This design comes from an exercise in tuning for small area, a short achievable clock period and few clock cycles per item on the open sky130 flow, not from production work. Only simulation tests tie the RTL to the original design; equivalence was not proved. Power is estimated from default activity; no workload was simulated.

<file path="flow/standard.sh">
#!/bin/bash
# synth_recipe.tcl (not shown) runs the flow's synth.tcl, then flattens the netlist and writes it again
# the make line also repeats each setting of config.mk as NAME=value (left out here)
make -C /OpenROAD-flow-scripts/flow DESIGN_CONFIG=/design/flow/config.mk WORK_HOME=/design/flow/orfs CLKGATE_MAP_FILE= SYNTH_SCRIPT=/design/flow/synth_recipe.tcl "${@:-finish}"
</file>
<file path="flow/config.mk">
export PLATFORM = sky130hd
export DESIGN_NAME = sha512_signer
export DESIGN_NICKNAME = sha512_signer
export VERILOG_FILES = /design/flow/design.v
export SDC_FILE = /design/flow/constraint.sdc
export NUM_CORES = 4
export LEC_CHECK = 0
export CAP_MARGIN = 40
export CORE_MARGIN = 2
export CORE_UTILIZATION = 55
export SLEW_MARGIN = 40
export SYNTH_MEMORY_MAX_BITS = 16384
</file>
<file path="flow/flow/run.sh">
#!/bin/bash
# The standard layout, with small fast port buffers and timing repair
# aimed below the clock period (the constraints are unchanged).
export BUFFER_PORTS_ARGS="-buffer_cell sky130_fd_sc_hd__buf_2"
export SETUP_SLACK_MARGIN=6
bash standard.sh > standard.log 2>&1
</file>
<file path="flow/design.v">
module sha512_signer (
    input  wire         clk,
    input  wire         rst_n,
    input  wire [511:0] s_tdata,
    input  wire [63:0]  s_tkeep,
    input  wire [5:0]   s_tid,
    input  wire         s_tlast,
    input  wire         s_tvalid,
    output wire         s_tready,
    output wire [511:0] m_tdata,
    output wire [63:0]  m_tkeep,
    output wire [5:0]   m_tid,
    output wire         m_tlast,
    output wire         m_tvalid,
    input  wire         m_tready
);
localparam integer CW = 7;
localparam [511:0] IV = {64'h6a09e667f3bcc908, 64'hbb67ae8584caa73b,
                         64'h3c6ef372fe94f82b, 64'ha54ff53a5f1d36f1,
                         64'h510e527fade682d1, 64'h9b05688c2b3e6c1f,
                         64'h1f83d9abfb41bd6b, 64'h5be0cd19137e2179};
function [63:0] kconst(input [6:0] n);
    case (n)
    7'd0: kconst = 64'h428a2f98d728ae22; 7'd1: kconst = 64'h7137449123ef65cd;
    7'd2: kconst = 64'hb5c0fbcfec4d3b2f; 7'd3: kconst = 64'he9b5dba58189dbbc;
    7'd4: kconst = 64'h3956c25bf348b538; 7'd5: kconst = 64'h59f111f1b605d019;
    7'd6: kconst = 64'h923f82a4af194f9b; 7'd7: kconst = 64'hab1c5ed5da6d8118;
    7'd8: kconst = 64'hd807aa98a3030242; 7'd9: kconst = 64'h12835b0145706fbe;
    7'd10: kconst = 64'h243185be4ee4b28c; 7'd11: kconst = 64'h550c7dc3d5ffb4e2;
    7'd12: kconst = 64'h72be5d74f27b896f; 7'd13: kconst = 64'h80deb1fe3b1696b1;
    7'd14: kconst = 64'h9bdc06a725c71235; 7'd15: kconst = 64'hc19bf174cf692694;
    7'd16: kconst = 64'he49b69c19ef14ad2; 7'd17: kconst = 64'hefbe4786384f25e3;
    7'd18: kconst = 64'h0fc19dc68b8cd5b5; 7'd19: kconst = 64'h240ca1cc77ac9c65;
    7'd20: kconst = 64'h2de92c6f592b0275; 7'd21: kconst = 64'h4a7484aa6ea6e483;
    7'd22: kconst = 64'h5cb0a9dcbd41fbd4; 7'd23: kconst = 64'h76f988da831153b5;
    7'd24: kconst = 64'h983e5152ee66dfab; 7'd25: kconst = 64'ha831c66d2db43210;
    7'd26: kconst = 64'hb00327c898fb213f; 7'd27: kconst = 64'hbf597fc7beef0ee4;
    7'd28: kconst = 64'hc6e00bf33da88fc2; 7'd29: kconst = 64'hd5a79147930aa725;
    7'd30: kconst = 64'h06ca6351e003826f; 7'd31: kconst = 64'h142929670a0e6e70;
    7'd32: kconst = 64'h27b70a8546d22ffc; 7'd33: kconst = 64'h2e1b21385c26c926;
    7'd34: kconst = 64'h4d2c6dfc5ac42aed; 7'd35: kconst = 64'h53380d139d95b3df;
    7'd36: kconst = 64'h650a73548baf63de; 7'd37: kconst = 64'h766a0abb3c77b2a8;
    7'd38: kconst = 64'h81c2c92e47edaee6; 7'd39: kconst = 64'h92722c851482353b;
    7'd40: kconst = 64'ha2bfe8a14cf10364; 7'd41: kconst = 64'ha81a664bbc423001;
    7'd42: kconst = 64'hc24b8b70d0f89791; 7'd43: kconst = 64'hc76c51a30654be30;
    7'd44: kconst = 64'hd192e819d6ef5218; 7'd45: kconst = 64'hd69906245565a910;
    7'd46: kconst = 64'hf40e35855771202a; 7'd47: kconst = 64'h106aa07032bbd1b8;
    7'd48: kconst = 64'h19a4c116b8d2d0c8; 7'd49: kconst = 64'h1e376c085141ab53;
    7'd50: kconst = 64'h2748774cdf8eeb99; 7'd51: kconst = 64'h34b0bcb5e19b48a8;
    7'd52: kconst = 64'h391c0cb3c5c95a63; 7'd53: kconst = 64'h4ed8aa4ae3418acb;
    7'd54: kconst = 64'h5b9cca4f7763e373; 7'd55: kconst = 64'h682e6ff3d6b2b8a3;
    7'd56: kconst = 64'h748f82ee5defb2fc; 7'd57: kconst = 64'h78a5636f43172f60;
    7'd58: kconst = 64'h84c87814a1f0ab72; 7'd59: kconst = 64'h8cc702081a6439ec;
    7'd60: kconst = 64'h90befffa23631e28; 7'd61: kconst = 64'ha4506cebde82bde9;
    7'd62: kconst = 64'hbef9a3f7b2c67915; 7'd63: kconst = 64'hc67178f2e372532b;
    7'd64: kconst = 64'hca273eceea26619c; 7'd65: kconst = 64'hd186b8c721c0c207;
    7'd66: kconst = 64'heada7dd6cde0eb1e; 7'd67: kconst = 64'hf57d4f7fee6ed178;
    7'd68: kconst = 64'h06f067aa72176fba; 7'd69: kconst = 64'h0a637dc5a2c898a6;
    7'd70: kconst = 64'h113f9804bef90dae; 7'd71: kconst = 64'h1b710b35131c471b;
    7'd72: kconst = 64'h28db77f523047d84; 7'd73: kconst = 64'h32caab7b40c72493;
    7'd74: kconst = 64'h3c9ebe0a15c9bebc; 7'd75: kconst = 64'h431d67c49c100d4c;
    7'd76: kconst = 64'h4cc5d4becb3e42b6; 7'd77: kconst = 64'h597f299cfc657e2a;
    7'd78: kconst = 64'h5fcb6fab3ad6faec; 7'd79: kconst = 64'h6c44198c4a475817;
    default: kconst = 64'h0;
    endcase
endfunction
function [63:0] rotr(input [63:0] x, input integer n);
    rotr = (x >> n) | (x << (64 - n));
endfunction
reg          run;       
reg          dig;       
reg          fin;       
reg          pad;       
reg          pend;      
reg [CW-1:0] c;         
reg [3:0]    j;         
reg [3:0]    rot;       
reg [11:0]   nbeats;
reg          ok_dat;    
reg          ok_out;    
reg          lastc;     
reg [63:0]   w [0:15];
reg [63:0]   H [0:7];
reg [63:0]   v [0:7];   
reg [63:0]   kr;        
reg [63:0]   qr;        
wire ld_idle  = !run && !dig;
wire want     = ld_idle || (run && !fin && c >= 7'd66);
wire aligned  = (rot == 4'd0) || (ld_idle && j == 4'd0);
wire ins_slot = want && !pend && aligned;
wire beat_end = (j[2:0] == 3'd7);                     
wire dlw      = ins_slot && beat_end;                  
wire can_ins  = ins_slot && s_tvalid;
wire adv      = run && rot == 4'd0 && (!want || can_ins);
wire data_cap = can_ins && !s_tlast && beat_end;
wire blk_full = can_ins && j == 4'd15;
assign m_tvalid = s_tvalid && (ok_out || (ok_dat && !s_tlast));
assign s_tready = m_tready && (ok_out || (ok_dat && !s_tlast));
assign m_tdata  = dig ? {H[0], H[1], H[2], H[3], H[4], H[5], H[6], H[7]} : s_tdata;
assign m_tkeep  = s_tkeep;
assign m_tid    = s_tid;
assign m_tlast  = s_tlast;
reg [63:0] inw;
always @(*) begin
    if (s_tlast) inw = !pad ? 64'h8000000000000000 : (j == 4'd15) ? {43'h0, nbeats, 9'h0} : 64'h0;
    else         inw = s_tdata[(7 - j[2:0]) * 64 +: 64];
end
function [127:0] csa(input [63:0] x, input [63:0] y, input [63:0] z);
    csa = {((x & y) | (x & z) | (y & z)) << 1, x ^ y ^ z};
endfunction
function [63:0] add64(input [63:0] x, input [63:0] y);
    reg [63:0] g, p, gn, pn;
    integer l, b;
    begin
        g = x & y;
        p = x ^ y;
        for (l = 0; l < 6; l = l + 1) begin
            gn = g;
            pn = p;
            for (b = 0; b < 64; b = b + 1) begin
                if (b & (1 << l)) begin
                    gn[b] = g[b] | (p[b] & g[((b >> l) << l) - 1]);
                    pn[b] = p[b] & p[((b >> l) << l) - 1];
                end
            end
            g = gn;
            p = pn;
        end
        add64 = x ^ y ^ {g[62:0], 1'b0};
    end
endfunction
function [63:0] add64f(input [63:0] x, input [63:0] y);
    reg [63:0] g, p, gn, pn;
    integer l, b, k, base, blk;
    begin
        g = x & y;
        p = x ^ y;
        for (l = 0; l < 3; l = l + 1) begin
            gn = g;
            pn = p;
            blk = 1 << (2 * l);
            for (b = 0; b < 64; b = b + 1) begin
                k = (b >> (2 * l)) & 3;
                base = (b >> (2 * l + 2)) << (2 * l + 2);
                if (k >= 1) begin
                    gn[b] = g[b] | (p[b] & g[base + k * blk - 1]);
                    pn[b] = p[b] & p[base + k * blk - 1];
                end
                if (k >= 2) begin
                    gn[b] = gn[b] | (p[b] & p[base + k * blk - 1] & g[base + (k - 1) * blk - 1]);
                    pn[b] = pn[b] & p[base + (k - 1) * blk - 1];
                end
                if (k >= 3) begin
                    gn[b] = gn[b] | (p[b] & p[base + k * blk - 1] & p[base + (k - 1) * blk - 1]
                                     & g[base + (k - 2) * blk - 1]);
                    pn[b] = pn[b] & p[base + (k - 2) * blk - 1];
                end
            end
            g = gn;
            p = pn;
        end
        add64f = x ^ y ^ {g[62:0], 1'b0};
    end
endfunction
function [63:0] bsig0(input [63:0] x);
    bsig0 = rotr(x, 28) ^ rotr(x, 34) ^ rotr(x, 39);
endfunction
function [63:0] bsig1(input [63:0] x);
    bsig1 = rotr(x, 14) ^ rotr(x, 18) ^ rotr(x, 41);
endfunction
function [63:0] ssig0(input [63:0] x);
    ssig0 = rotr(x, 1) ^ rotr(x, 8) ^ (x >> 7);
endfunction
function [63:0] ssig1(input [63:0] x);
    ssig1 = rotr(x, 19) ^ rotr(x, 61) ^ (x >> 6);
endfunction
function [63:0] chf(input [63:0] x, input [63:0] y, input [63:0] z);
    chf = (x & y) | (~x & z);
endfunction
function [63:0] majf(input [63:0] x, input [63:0] y, input [63:0] z);
    majf = (x & y) | (x & z) | (y & z);
endfunction
wire [63:0]  ea = v[4], eb = v[5], ec = v[6];
wire [63:0]  s1e = bsig1(ea), ch1 = chf(ea, eb, ec);
wire [127:0] t1e = csa(qr, ch1, s1e);
wire [63:0]  e1  = add64f(t1e[63:0], t1e[127:64]);
wire [63:0]  hq  = lastc ? H[7] : run ? v[6] : IV[63:0];
wire [63:0]  dq  = lastc ? H[2] : run ? v[1] : IV[319:256];
wire [127:0] qa  = csa(hq, w[1], (run && !lastc) ? kr : kconst(7'd0));
wire [127:0] qb  = csa(qa[63:0], qa[127:64], dq);
wire [63:0]  qn  = add64f(qb[63:0], qb[127:64]);
wire [63:0]  aa = v[0], ab = v[1], ac = v[2], ad = v[3];
wire [127:0] x1  = csa(ea, ~ad, majf(aa, ab, ac));
wire [127:0] y1  = csa(x1[63:0], x1[127:64] | 64'd1, bsig0(aa));
wire [63:0]  a1  = add64f(y1[63:0], y1[127:64]);
wire [127:0] m0a = csa(ssig1(w[14]), w[9], ssig0(w[1]));
wire [127:0] m0b = csa(m0a[63:0], m0a[127:64], w[0]);
wire [63:0]  wn  = add64(m0b[63:0], m0b[127:64]);
wire e_step  = c <= 7'd79;                            
wire a_step  = c <= 7'd80;                            
wire last    = c == 7'd81;
wire ff_e    = c >= 7'd77 && c <= 7'd80;
wire ff_a    = c >= 7'd78;
reg [63:0] nH [0:7];
integer q, r;
always @(*) begin
    for (q = 0; q < 2; q = q + 1) begin
        nH[4 * q] = add64(H[4 * q + 3], v[4 * q]);
        for (r = 1; r < 4; r = r + 1) nH[4 * q + r] = H[4 * q + r - 1];
    end
end
wire dig_out = dig && s_tvalid && m_tready;
reg          run_n, dig_n, fin_n, pad_n, pend_n;
reg [CW-1:0] c_n;
reg [3:0]    j_n, rot_n;
reg [11:0]   nbeats_n;
always @(*) begin
    run_n = run; dig_n = dig; fin_n = fin; pad_n = pad;
    pend_n = pend; c_n = c; j_n = j; rot_n = rot; nbeats_n = nbeats;
    if (can_ins && ld_idle && j == 4'd0) rot_n = 4'd0;
    else if (!can_ins && !adv)          rot_n = rot + 4'd1;
    if (can_ins) begin
        j_n = j + 4'd1;
        if (s_tlast) pad_n = 1'b1;
    end
    if (data_cap) begin
        nbeats_n = nbeats + 12'd1;
        if (!m_tready) pend_n = 1'b1;
    end
    if (pend && s_tvalid && m_tready) pend_n = 1'b0;
    if (adv) begin
        c_n = c + 1'b1;
        if (last) begin
            run_n = 1'b0;
            if (fin) dig_n = 1'b1;
        end
    end
    if (blk_full) begin
        pad_n = 1'b0;
        run_n = 1'b1;
        fin_n = pad || s_tlast;
        c_n   = 0;
    end
    if (dig_out) begin
        dig_n = 1'b0;
        fin_n = 1'b0;
        nbeats_n = 12'd0;
    end
    if (!rst_n) begin
        run_n = 1'b0; dig_n = 1'b0; fin_n = 1'b0; pad_n = 1'b0;
        pend_n = 1'b0; j_n = 4'd0; rot_n = 4'd0; nbeats_n = 12'd0;
    end
end
wire ld_idle_n = !run_n && !dig_n;
wire want_n    = ld_idle_n || (run_n && !fin_n && c_n >= 7'd66);
wire aligned_n = (rot_n == 4'd0) || (ld_idle_n && j_n == 4'd0);
integer i;
always @(posedge clk) begin
    for (i = 0; i < 15; i = i + 1) w[i] <= w[i + 1];
    w[15] <= can_ins ? inw : adv ? wn : w[0];
    if (adv)             kr <= kconst(c + 7'd2);
    if (blk_full)        kr <= kconst(7'd1);
    if (adv || blk_full) qr <= qn;
    run <= run_n; dig <= dig_n; fin <= fin_n; pad <= pad_n;
    pend <= pend_n; c <= c_n; j <= j_n; rot <= rot_n; nbeats <= nbeats_n;
    ok_dat <= want_n && !pend_n && aligned_n && (j_n[2:0] == 3'd7);
    ok_out <= dig_n || pend_n;
    lastc  <= run_n && c_n == 7'd81;
    for (i = 0; i < 4; i = i + 1) begin
        if (adv && rst_n && a_step)       v[i] <= (i > 0) ? v[i - 1] : (c == 7'd0) ? H[0] : a1;
        else if (!rst_n || dig_out)       v[i] <= (i < 3) ? IV[(6 - i) * 64 +: 64] : 64'h0;
        else if (adv && last)             v[i] <= (i < 3) ? nH[i + 1] : v[i];
    end
    for (i = 4; i < 8; i = i + 1) begin
        if (adv && rst_n && e_step)       v[i] <= (i == 4) ? e1 : v[i - 1];
        else if (!rst_n || dig_out)       v[i] <= IV[(7 - i) * 64 +: 64];
        else if (adv && last)             v[i] <= H[i];
    end
    for (i = 0; i < 8; i = i + 1) begin
        if (!rst_n || dig_out)            H[i] <= IV[(7 - i) * 64 +: 64];
        else if (adv && (i < 4 ? ff_a : ff_e)) H[i] <= nH[i];
    end
end
endmodule
</file>
<file path="flow/constraint.sdc">
create_clock -name core_clock -period 11.0 [get_ports {clk}]
set_input_delay 2.2000 -clock core_clock [delete_from_list [all_inputs] [get_ports {clk}]]
set_output_delay 2.2000 -clock core_clock [all_outputs]
set_load 0.01 [all_outputs]
</file>
==> summary.md, run 1 <==
| Metric | Value |
|---|---|
| Outcome | no timing/DRC/antenna violations |
| Fmax achieved | 174 MHz |
| Register area | 48300 µm² |
| CTS Buf Count | 212 |
| Footprint of the multi-input gates | 62600 µm² |
| Post-Synthesis Cell Area | 113000 µm² |
| Clock share of power | 29.1% |
| Htree depth | 4 |
| Sequential-to-total area share from yosys stat | 42.4% |
| Routed WL | 654000 µm |
| Post-DR wirelength/cell | 41.9 µm |
| Critical Path AT | 6.55 ns |
| Min-Delay Path Class | reg -> reg |
| Maxcap violations | 0 |
| Overflow after GRT | 0 |
| # setup viols final | 0 |
| Initial core utilization | 55.4% |
| Final hold slack | 0.241 ns |
| Commonest non-fill, non-tap cell in the layout | dfxtp_1 |
| Worst path max stage delay | 0.56 ns |
| Req. time, crit path | 11.80 ns |
| Number of routed nets with antenna violations | 0 |
| Via count | 110000 |
| Core Box Area | 205000 µm² |
| Post-layout min period | 5.75 ns |
| Reg power frac | 34.7% |
| Worst setup EP type | flip-flop |
| Synth async-reset ratio | 0% |
| Final nets | 13900 |
| Post-Syn Instances | 11500 |
| NetSw | 10.2 mW |
| Clock Latency Late Sink | 0.98 ns |
| CP max-delay cell | fa_1 |
| CTS tree | yes |
| Leakage | 55.3 nW |
| First-pass GRT wire length | 852000 µm |
| Die W | 458 µm |
| Area grow syn2layout | 20.2% |
| Crit Path Max Fanout | 6 |
| Fin worst setup slack | 5.25 ns |
| DP HPWL | 472000 µm |
| Final hold violations | 0 |
| Final period util | 52.3% |
| Top FF cell, synth | dfxtp_1 |
| Layout cell share with drive strength beyond 1 | 24.7% |
| Power consumption | 27.3 mW |
| Setup TNS Final | 0 ns |
| CP Launch Type | flip-flop |
| Synth Area per Inst | 9.86 µm² |
| Clk sinks | 2147 |
| Placed insts | 14600 |
| Internal power | 17.1 mW |
| Placer Congestion | 1.19 |
| Hold_buf cts | 0 |
| Combinational power share | 36.2% |
| Layout Cells excl Fill | 15600 |
| Die height | 458 µm |
| Std-Cell Rows | 166 |
| CP cell instances | buf_16 > buf_16 > and3_4 > a21oi_4 > fa_1 > inv_2 > fa_1 > ha_4 > a21o_1 > a311o_1 > a221oi_2 > a21boi_2 > o41a_1 > a221o_1 > a21oi_4 > o21ai_4 > a41o_1 > o41a_1 > or4_1 > nand3_1 |
| Vias per cell | 7.03 |
| Reg clk slew, reported paths | 0.07 ns |
| DP Worst Slack | 4.11 ns |
| Clock root buffer master | clkbuf_16 |
| Unique cell type count in the Yosys netlist | 82 |
| Pin count of the biggest net entering global routing | 188 |
| Vias in the first global route | 101000 |
| Most frequent cells in the layout | dfxtp_1 (1535), nand2_1 (1441), buf_2 (909) |
| Synthesis-stage register bit count | 2147 |
| Post-synth EDFFs | 512 |
| Total Routing Usage GR | 59.3% |
| Reg2Reg Setup Slack | 5.25 ns |
| Unrepaired setup endpoints after global routing | yes |
| Slew Limit Fails | 0 |
| Clk_skew | 0.139 ns |
| Boundary Pins | 1172 |
| Power Density | 201 nW/µm² |
| Syn Nets | 12900 |
| DRT Pass-1 Iters | 12 |
| # fillers | 14900 |
| Slew headroom | 23.1% |
| Actual slew at the worst max-slew pin | 1.15 ns |
| Clock Tree Buf Depth | 3 |
| Setup CP Type | reg -> reg |
| DR iter-0 viols | 19800 |
| Antenna violations before repair | 153 |
| IR drop worst, VDD | 0.000238 V |
| I/O Buffers | 1031 |
| DRC Markers | 0 |
| Switching share of power | 37.3% |
| Warnings from Yosys | 5 |
| Die Area | 210000 µm² |
[power by group through the flow]
stage / sequential, mW / clock (mW) / combinational (mW)
after global routing: 9.44 / 8.09 / 10.1
after floorplan: 9.14 / 0 / 5.00
final: 9.47 / 7.95 / 9.91
after global placement: 9.47 / 0 / 6.90
after detailed placement: 9.50 / 0 / 7.25
after CTS: 9.37 / 7.75 / 8.14
[per-stage QoR]
stage               cell area [µm²]  util, %
finish                       136000     66.5
global route                 136000     66.4
CTS                          133000     65.0
detailed placement           121000     59.0
global placement             120000     58.8
floorplan                    114000        -
[worst max-delay path, delay by kind of cell, from the launching register on]
kind,cells,cell delay (ns)
fa+ha+maj,3,1.34
flops,1,0.46
simple gates,3,0.77
compound gates,11,2.65
buf+inv,3,0.37
[sequential cells by signal, indices dropped and copies added (netlist names), 4 cells and up]
name and flops:
H 512, c 7, qr 64, w 1024, rot 4, j 4, kr 64, nbeats 12
v 448
[final cells by class]
cell class                      instances  area share (%)
Clock buffer                          290            4.55
Tap cell                             2688            2.47
Sequential cell                      2147            35.5
Multi-Input combinational cell       7881            46.0
Clock inverter                        112            1.01
Timing Repair Buffer                 1554            8.21
Antenna cell                          285           0.523
Inverter                              640            1.80
[cell usage after synthesis, types with 30 or more instances]
cell,number,area share [%]
maj3_1,48,0.42
fa_1,464,8.2
o22ai_1,30,0.17
nand4_1,56,0.31
o221ai_1,59,0.46
inv_1,636,2.1
xor2_1,230,1.8
mux4_2,128,2.5
nand2_1,1454,4.8
nor2b_1,55,0.30
nand3_1,399,1.8
buf_4,71,0.47
a211oi_1,66,0.44
o211ai_1,174,1.2
a21o_1,141,0.93
buf_1,74,0.25
mux2i_1,123,1.1
ha_1,402,4.4
edfxtp_1,512,14
nor2_1,660,2.2
mux2_2,527,5.2
a31oi_1,99,0.55
o21ai_0,484,2.1
a311oi_1,30,0.23
and2_1,109,0.60
clkbuf_1,686,2.3
nor3_1,252,1.1
a21oi_1,741,3.3
xnor2_1,610,4.7
nor3b_1,55,0.36
o21a_1,44,0.29
dfxtp_1,1635,29
nand2b_1,47,0.26
and3_1,55,0.30
[worst paths after layout]
| path | from | endpoint | cells past startpoint |
|---|---|---|---|
| max | run | qr[63] | 20 |
| max reg2reg | run | qr[63] | 20 |
| min reg2reg | w[8][7] | w[7][7] | 0 |
| min | w[8][7] | w[7][7] | 0 |
[cells by family after synthesis]
group | after synthesis | share of synthesized area, %
and+or+nand+nor | 3238 | 12.6
AOI/OAI and AO/OA | 2105 | 11.4
adders and majority gates | 914 | 13.1
muxes | 778 | 8.86
buffers and inverters | 1471 | 5.11
DFF | 2147 | 42.4
xor gates and xnor gates | 840 | 6.49
[timing repair]
| item | in CTS | in global routing |
|---|---|---|
| setup endpoints to repair | 837 | 598 |
| gates cloned | 19 | 3 |
| pin swaps | 120 | 136 |
| setup buffers | 208 | 105 |
| resized for setup | 592 | 337 |
[layer usage]
metal,up-vias,wire length [µm],part of all wire [%],global-route usage (%)
li1,41800,-,-,-
met1,52300,199000,30,63.6
met2,11500,252000,38,79.9
met3,4032,110000,17,31.2
met4,46,91000,14,61.5
met5,-,2170,0.33,7.65
Testbench counts, summed over its fixed seeds: cycles 73,956, beats 1,720.
==> run 2, diff against run 1 <==
--- a/flow/design.v
+++ b/flow/design.v
@@ -195,7 +195,7 @@
 wire [63:0]  a1  = add64f(y1[63:0], y1[127:64]);
 wire [127:0] m0a = csa(ssig1(w[14]), w[9], ssig0(w[1]));
 wire [127:0] m0b = csa(m0a[63:0], m0a[127:64], w[0]);
-wire [63:0]  wn  = add64(m0b[63:0], m0b[127:64]);
+wire [63:0]  wn  = add64f(m0b[63:0], m0b[127:64]);
 wire e_step  = c <= 7'd79;                            
 wire a_step  = c <= 7'd80;                            
 wire last    = c == 7'd81;
==> summary.md, run 2 <==
| Metric | Value |
|---|---|
| Area leader, netlist | dfxtp_1 |
| Post-synth EDFFs | 512 |
| Post-route cell area | 136000 µm² |
| Reg clk slew, reported paths | 0.07 ns |
| Largest regs | w (1024), H (512), v (448) |
| Clock root buffer master | clkbuf_16 |
| Clock Tree Buf Depth | 3 |
| I/O Buffers | 1031 |
| DRT Pass-1 Iters | 9 |
| Boundary Pins | 1172 |
| Area grow syn2layout | 20.0% |
| Core Box Area | 204000 µm² |
| Leakage | 55.1 nW |
| Placer Congestion | 1.16 |
| Syn Nets | 12700 |
| Die height | 457 µm |
| Worst path max stage delay | 0.73 ns |
| CP cell instances | xnor2_1 > xnor2_1 > fa_1 > fa_1 > ha_1 > a21oi_1 > o21ai_0 > a21o_1 > a221oi_4 > a211oi_4 > buf_12 > o21ai_4 > o21ai_4 > a21o_1 > a21o_1 > a21oi_2 > xor2_1 > o21ai_0 |
| Final hold violations | 0 |
| Synth async-reset ratio | 0% |
| Commonest non-fill, non-tap cell in the layout | dfxtp_1 |
| Pin count of the biggest net entering global routing | 182 |
| Met3 Wirelength | 111000 µm |
| Initial core utilization | 55.3% |
| IR drop worst, VDD | 0.000253 V |
| Most flops, register | w |
| Worst setup EP type | flip-flop |
| Met1 WL | 205000 µm |
| Htree depth | 4 |
| DRC Markers | 0 |
| Clock Latency Late Sink | 0.99 ns |
| Slew Limit Fails | 4 |
| Via count | 107000 |
| Violated Checks | max-capacitance violations, max-slew violations |
| Fmax achieved | 174 MHz |
| Clk_skew | 0.166 ns |
| DP HPWL | 454000 µm |
| Std-Cell Rows | 166 |
| Top FF cell, synth | dfxtp_1 |
| Min-Delay Path Class | reg -> reg |
| Critical Path AT | 6.54 ns |
| Area share of the largest cell type after synthesis | 28.9% |
| Most common cell in the netlist | dfxtp_1 |
| CTS Buf Count | 211 |
| Antenna violations before repair | 137 |
| Setup CP Type | reg -> reg |
| DR iter-0 viols | 19700 |
| Synthesis-stage register bit count | 2147 |
| Total Routing Usage GR | 57.4% |
| Most frequent CP cell | a21o_1 |
| Unrepaired setup endpoints after global routing | yes |
| Register area | 48200 µm² |
| Met2 Routed Length | 240000 µm |
| Unique cell type count in the Yosys netlist | 100 |
| Most frequent cells after synthesis | dfxtp_1 (1635), nand2_1 (1329), a21oi_1 (760) |
| Post-Synthesis Cell Area | 113000 µm² |
| Worst hold start | w[11][11] |
| Synth Area per Inst | 10.0 µm² |
| Reg2reg start | w[14][18] |
| # fillers | 15200 |
| DP Area | 121000 µm² |
| Post-layout min period | 5.76 ns |
| DR top layer | met5 |
| Vias per cell | 7.00 |
| Req. time, crit path | 11.77 ns |
| Setup TNS Final | 0 ns |
| Vias in the first global route | 98600 |
| Actual slew at the worst max-slew pin | 1.95 ns |
| Max reg flops | 1024 |
| Die Area | 209000 µm² |
| Power Density | 204 nW/µm² |
| CP max-delay cell | xnor2_1 |
| CP Launch Type | flip-flop |
| Final nets | 13700 |
| Maxcap violations | 2 |
| First-pass GRT wire length | 823000 µm |
| Critical path launch point | w[14][18] |
| CTS tree | yes |
| Slew headroom | -34.0% |
| Crit Path Max Fanout | 5 |
| Layout cell share with drive strength beyond 1 | 24.7% |
| Ranking of synthesized cells by area | dfxtp_1 (29%), edfxtp_1 (14%), fa_1 (8.2%), mux2_2 (5.2%), xnor2_1 (4.5%) |
| Warnings from Yosys | 5 |
| Sequential-to-total area share from yosys stat | 42.5% |
| Footprint of the multi-input gates | 62500 µm² |
| Post-Syn Instances | 11300 |
| Most frequent cells in the layout | dfxtp_1 (1569), nand2_1 (1311), buf_2 (914) |
| # setup viols final | 0 |
| Post-DR wirelength/cell | 41.3 µm |
| Overflow after GRT | 0 |
| Number of routed nets with antenna violations | 0 |
| Clk sinks | 2147 |
| Die W | 457 µm |
| Final period util | 52.4% |
| Outcome | finished with violations |
| Routed WL | 633000 µm |
| Hold_buf cts | 0 |
[run 2: per-stage QoR]
stage | util, % | instances | power [mW] | hold slack, ns | worst slack [ns]
finish | 66.4 | 15300 | 27.7 | 0.237 | 5.24
global route | 66.3 | 15200 | 28.1 | 0.237 | 5.21
CTS | 64.7 | 15000 | 25.8 | 0.244 | 5.85
detailed placement | 59.1 | 14400 | 17.1 | 0.312 | 4.65
global placement | 58.9 | 14400 | 16.7 | 0.310 | 4.03
floorplan | - | 11300 | 14.4 | 0.310 | 5.70
[run 2: timing repair]
item / in CTS / in global routing
gates cloned: 20 / 3
setup buffers: 130 / 116
endpoints found under the setup margin: 709 / 234
pin swaps: 85 / 159
resized for setup: 509 / 354
[run 2: worst paths after layout]
check,to,slack (ns),depth (start not counted)
worst max-delay path,w[15][39],5.24,18
worst min-delay path,w[10][11],0.24,0
worst max register to register,w[15][39],5.24,18
worst min register to register,w[10][11],0.24,0
[run 2: layer usage]
layer	GRT usage [%]	vias to the layer above
li1	-	41200
met1	66.0	51700
met2	75.3	11100
met3	30.8	3183
met4	52.3	68
met5	5.24	-
[run 2: power breakdown]
part           total, mW  internal (mW)  leakage [nW]  switching (mW)
registers           9.45           8.76          18.0           0.688
logic               10.3           4.15          33.4            6.14
clock network       7.94           4.33          3.65            3.60
total               27.7           17.2          55.1            10.4
[run 2: critical path: cells and delay by family (launching register included)]
kind / cells / cell delay (ns)
DFF: 1 / 0.55
xor gates and xnor gates: 3 / 1.14
AOI/OAI and AO/OA: 11 / 2.35
adders and majority gates: 3 / 1.45
buffers and inverters: 1 / 0.16
[run 2: final cells by class]
class	count	area share, %
clock inverters	95	0.929
multi-input cells	7678	46.1
clock buffers	304	4.62
flip-flops and latches	2147	35.5
diodes	213	0.393
inverters	658	1.86
well taps	2688	2.48
repair buffers	1529	8.09
[run 2: kinds of logic after synthesis]
family | count (synthesis) | synth area share, %
DFF | 2147 | 42.5
muxes | 778 | 8.89
AOI/OAI and AO/OA | 2203 | 12.3
xor gates and xnor gates | 839 | 6.50
and+or+nand+nor | 2945 | 11.6
buffers and inverters | 1475 | 5.17
adders and majority gates | 910 | 13.0
Testbench counts of run 2, summed over its fixed seeds: cycles 73,956, beats 1,720.
==> run 3, diff against run 2 <==
--- a/flow/design.v
+++ b/flow/design.v
@@ -184,18 +184,18 @@
 wire [63:0]  s1e = bsig1(ea), ch1 = chf(ea, eb, ec);
 wire [127:0] t1e = csa(qr, ch1, s1e);
 wire [63:0]  e1  = add64f(t1e[63:0], t1e[127:64]);
-wire [63:0]  hq  = lastc ? H[7] : run ? v[6] : IV[63:0];
-wire [63:0]  dq  = lastc ? H[2] : run ? v[1] : IV[319:256];
+wire [63:0]  hq  = !run ? v[7] : lastc ? H[7] : v[6];
+wire [63:0]  dq  = !run ? v[2] : lastc ? H[2] : v[1];
 wire [127:0] qa  = csa(hq, w[1], (run && !lastc) ? kr : kconst(7'd0));
 wire [127:0] qb  = csa(qa[63:0], qa[127:64], dq);
 wire [63:0]  qn  = add64f(qb[63:0], qb[127:64]);
 wire [63:0]  aa = v[0], ab = v[1], ac = v[2], ad = v[3];
-wire [127:0] x1  = csa(ea, ~ad, majf(aa, ab, ac));
-wire [127:0] y1  = csa(x1[63:0], x1[127:64] | 64'd1, bsig0(aa));
+wire [127:0] x1  = csa(ea, ~ad, bsig0(aa));
+wire [127:0] y1  = csa(x1[63:0], x1[127:64] | 64'd1, majf(aa, ab, ac));
 wire [63:0]  a1  = add64f(y1[63:0], y1[127:64]);
 wire [127:0] m0a = csa(ssig1(w[14]), w[9], ssig0(w[1]));
 wire [127:0] m0b = csa(m0a[63:0], m0a[127:64], w[0]);
-wire [63:0]  wn  = add64f(m0b[63:0], m0b[127:64]);
+wire [63:0]  wn  = add64(m0b[63:0], m0b[127:64]);
 wire e_step  = c <= 7'd79;                            
 wire a_step  = c <= 7'd80;                            
 wire last    = c == 7'd81;
==> summary.md, run 3 <==
| Metric | Value |
|---|---|
| Outcome | no timing/DRC/antenna violations |
| Internal power | 17.7 mW |
| Combinational power share | 36.2% |
| Clk sinks | 2211 |
| Post-Synthesis Cell Area | 117000 µm² |
| Maxcap violations | 0 |
| Die Area | 217000 µm² |
| Switching share of power | 37.2% |
| Clock root buffer master | clkbuf_16 |
| # fillers | 16100 |
| Syn Nets | 13500 |
| Worst path max stage delay | 0.64 ns |
| Most common cell in the netlist | dfxtp_1 |
| Sequential-to-total area share from yosys stat | 42.6% |
| IR drop worst, VDD | 0.000212 V |
| Die height | 466 µm |
| Power Density | 201 nW/µm² |
| Top FF cell, synth | dfxtp_1 |
| Synth async-reset ratio | 0% |
| Via count | 109000 |
| Initial core utilization | 55.3% |
| Unrepaired setup endpoints after global routing | yes |
| Commonest non-fill, non-tap cell in the layout | dfxtp_1 |
| Register area | 50200 µm² |
| Most frequent CP cell | a21o_1 |
| Warnings from Yosys | 5 |
| Power consumption | 28.2 mW |
| Clock share of power | 29.3% |
| Synth Area per Inst | 9.78 µm² |
| Pin count of the biggest net entering global routing | 171 |
| CP cell instances | xnor2_4 > xnor2_4 > fa_1 > fa_2 > ha_2 > a21o_1 > a21o_1 > a21o_1 > a21o_1 > a2111oi_2 > a2bb2oi_2 > o21ai_2 > a31o_2 > o31a_1 > a21oi_1 > xnor2_1 > o221ai_1 |
| Min-Delay Path Class | reg -> reg |
| Max reg flops | 1024 |
| Reg clk slew, reported paths | 0.09 ns |
| Fmax achieved | 185 MHz |
| First-pass GRT wire length | 831000 µm |
| Layout cell share with drive strength beyond 1 | 24.1% |
| Ranking of synthesized cells by area | dfxtp_1 (28%), edfxtp_1 (15%), fa_1 (7.9%), mux2_2 (5.1%), nand2_1 (4.9%) |
| DRT Pass-1 Iters | 14 |
| Clk_skew | 0.117 ns |
| Overflow after GRT | 0 |
| Boundary Pins | 1172 |
| Antenna violations before repair | 111 |
| Clock Tree Buf Depth | 3 |
| NetSw | 10.5 mW |
| Vias per cell | 6.72 |
| Area grow syn2layout | 19.4% |
| Post-layout min period | 5.41 ns |
| Slew Limit Fails | 0 |
| Crit Path Max Fanout | 3 |
| Final nets | 14400 |
| DP HPWL | 457000 µm |
| Final period util | 49.2% |
| Largest family of logic cells by synthesized area | simple AND/OR/NAND/NOR gates |
| Total Routing Usage GR | 55.5% |
| Worst setup EP type | flip-flop |
| Core Box Area | 212000 µm² |
| Setup TNS Final | 0 ns |
| Final hold violations | 0 |
| Most frequent cells in the layout | dfxtp_1 (1549), nand2_1 (1520), buf_2 (969) |
| Synthesis-stage register bit count | 2211 |
| CP max-delay cell | fa_1 |
| Compound-cell area share of the yosys netlist | 10.9% |
| I/O Buffers | 1031 |
| Critical Path AT | 6.17 ns |
| Most flops, register | w |
| Std-Cell Rows | 169 |
| Largest regs | w (1024), H (512), v (512) |
| Req. time, crit path | 11.76 ns |
| Area leader, netlist | dfxtp_1 |
| CTS tree | yes |
| Most frequent cells after synthesis | dfxtp_1 (1635), nand2_1 (1537), nor2_1 (840) |
| # setup viols final | 0 |
| Htree depth | 4 |
| Post-DR wirelength/cell | 38.9 µm |
| Reg power frac | 34.5% |
| Placer Congestion | 1.10 |
| Footprint of the multi-input gates | 64700 µm² |
| CTS Buf Count | 216 |
| Post-Syn Instances | 12000 |
| Clock Latency Late Sink | 0.95 ns |
| DRC Markers | 0 |
| Post-synthesis adder-cell area fraction | 12.3% |
| Die W | 466 µm |
| Vias in the first global route | 101000 |
| Slew headroom | 26.6% |
| Actual slew at the worst max-slew pin | 1.09 ns |
| Post-synth EDFFs | 576 |
| CP Launch Type | flip-flop |
| Unique cell type count in the Yosys netlist | 97 |
| Area share of the largest cell type after synthesis | 27.9% |
| XOR/XNOR share of the synthesized area | 6.34% |
| Number of routed nets with antenna violations | 0 |
| Routed WL | 630000 µm |
| Post-synthesis mux area share | 9.68% |
| Leakage | 57.1 nW |
| Setup CP Type | reg -> reg |
| DR iter-0 viols | 17400 |
| Post-Synth Simple-Gate Area | 13.1% |
run 3: changes by cell type after synthesis, moves of 61 or more:
cell      change
o211ai_1     -74
nor3_1       +96
edfxtp_1     +64
and2_1       +61
and3_1       -88
mux2i_1     +126
nor2_1      +256
nand2_1     +208
nand3_1     +152
run 3: worst paths after layout:
| check | depth (start not counted) | slack [ns] | endpoint | start |
|---|---|---|---|---|
| worst min-delay path | 0 | 0.25 | w[2][7] | w[3][7] |
| worst max-delay path | 17 | 5.59 | w[15][63] | w[14][3] |
| worst min register to register | 0 | 0.25 | w[2][7] | w[3][7] |
| worst max register to register | 17 | 5.59 | w[15][63] | w[14][3] |
run 3: final cells by class:
| class | count | area share, % |
|---|---|---|
| Antenna cell | 216 | 0.385 |
| Clock buffer | 294 | 4.38 |
| Clock inverter | 111 | 1.18 |
| Inverter | 670 | 1.85 |
| Multi-Input combinational cell | 8281 | 46.1 |
| Sequential cell | 2211 | 35.8 |
| Tap cell | 2821 | 2.52 |
| Timing Repair Buffer | 1563 | 7.75 |
run 3: stage by stage:
| step | hold slack [ns] | instance area (µm²) | setup WS, ns | utilization (%) | cells |
|---|---|---|---|---|---|
| detailed placement | 0.312 | 125000 | 4.47 | 58.9 | 15200 |
| finish | 0.246 | 140000 | 5.59 | 66.1 | 16200 |
| global placement | 0.310 | 125000 | 4.65 | 58.7 | 15200 |
| CTS | 0.229 | 137000 | 5.87 | 64.5 | 15800 |
| global route | 0.246 | 140000 | 5.60 | 65.9 | 16000 |
| floorplan | 0.310 | 118000 | 5.35 | - | 12000 |
run 3: logic make-up (layout without fill, tap and decap cells):
| family | count (synthesis) | in the layout |
|---|---|---|
| AO/OA/AOI/OAI | 2084 | 2086 |
| XOR/XNOR | 851 | 851 |
| adder cells (fa/ha/maj) | 877 | 877 |
| buffers and inverters | 1526 | 2638 |
| flip-flops | 2211 | 2211 |
| multiplexers | 908 | 908 |
| other | 0 | 216 |
| AND/OR/NAND/NOR | 3557 | 3559 |
run 3: what timing repair did:
item | 4_1_cts | 5_1_grt
hold buffers | 0 | 0
gates resized for setup | 446 | 350
gates cloned | 16 | 5
pin swaps | 80 | 157
setup endpoints to repair | 995 | 364
setup buffers | 204 | 111
run 3: metal layers:
layer / GRT usage [%] / routed length, µm / vias up
met4: 48.7 / 73600 / 62
met1: 63.3 / 204000 / 52400
met2: 74.6 / 243000 / 9992
met3: 28.9 / 106000 / 2846
li1: - / - / 43300
met5: 8.96 / 2450 / -
run 3: critical path: cells and delay by family (launching register included):
kind                     cells  cell delay (ns)
AO/OA/AOI/OAI               11             2.73
adder cells (fa/ha/maj)      3             1.42
XOR/XNOR                     3             0.66
flip-flops                   1             0.39
run 3: power groups by stage:
stage	sequential (mW)	clock [mW]	combinational [mW]
floorplan	9.44	0	5.55
global placement	9.75	0	7.51
detailed placement	9.78	0	7.85
CTS	9.64	8.11	8.73
global route	9.71	8.46	10.5
finish	9.72	8.26	10.2
Testbench counts of run 3, summed over its fixed seeds: cycles 73,956, beats 1,720.

-- separate check: timing with driven ports --
Ports are ideal in the flow. The routed layouts listed here were re-timed in OpenROAD.
Step 1 sets driving cells, clkbuf_16 on the clock port and buf_2 on the other inputs (assumed; they add their load-dependent delay and slew).
Step 2 adds t to the input delays and takes it off the output delays; t is the mean of the earliest and latest rising clock arrival at the registers after step 1. Input paths then give back, and output paths get back, about the clock's delay inside the block.
Three values: ideal ports, drivers, drivers and shift; two values: the first two.
run | t (ns) | setup slack, ns | hold WS [ns] | worst setup path at the end | pins driven straight from the clock port
run 1 | 1.029 | 5.248 / 5.248 / 4.931 | 0.241 / 0.241 / 0.241 | input to register | 1
run 2 | 1.016 | 5.237 / 5.237 / 4.933 | 0.237 / 0.237 / 0.237 | input to register | 1
run 3 | 1.010 | 5.586 / 5.586 / 5.151 | 0.246 / 0.246 / 0.246 | input to register | 1
For run 3, which loses most, drivers alone change the setup slack by 0.000 ns; drivers and shift together by -0.435 ns.
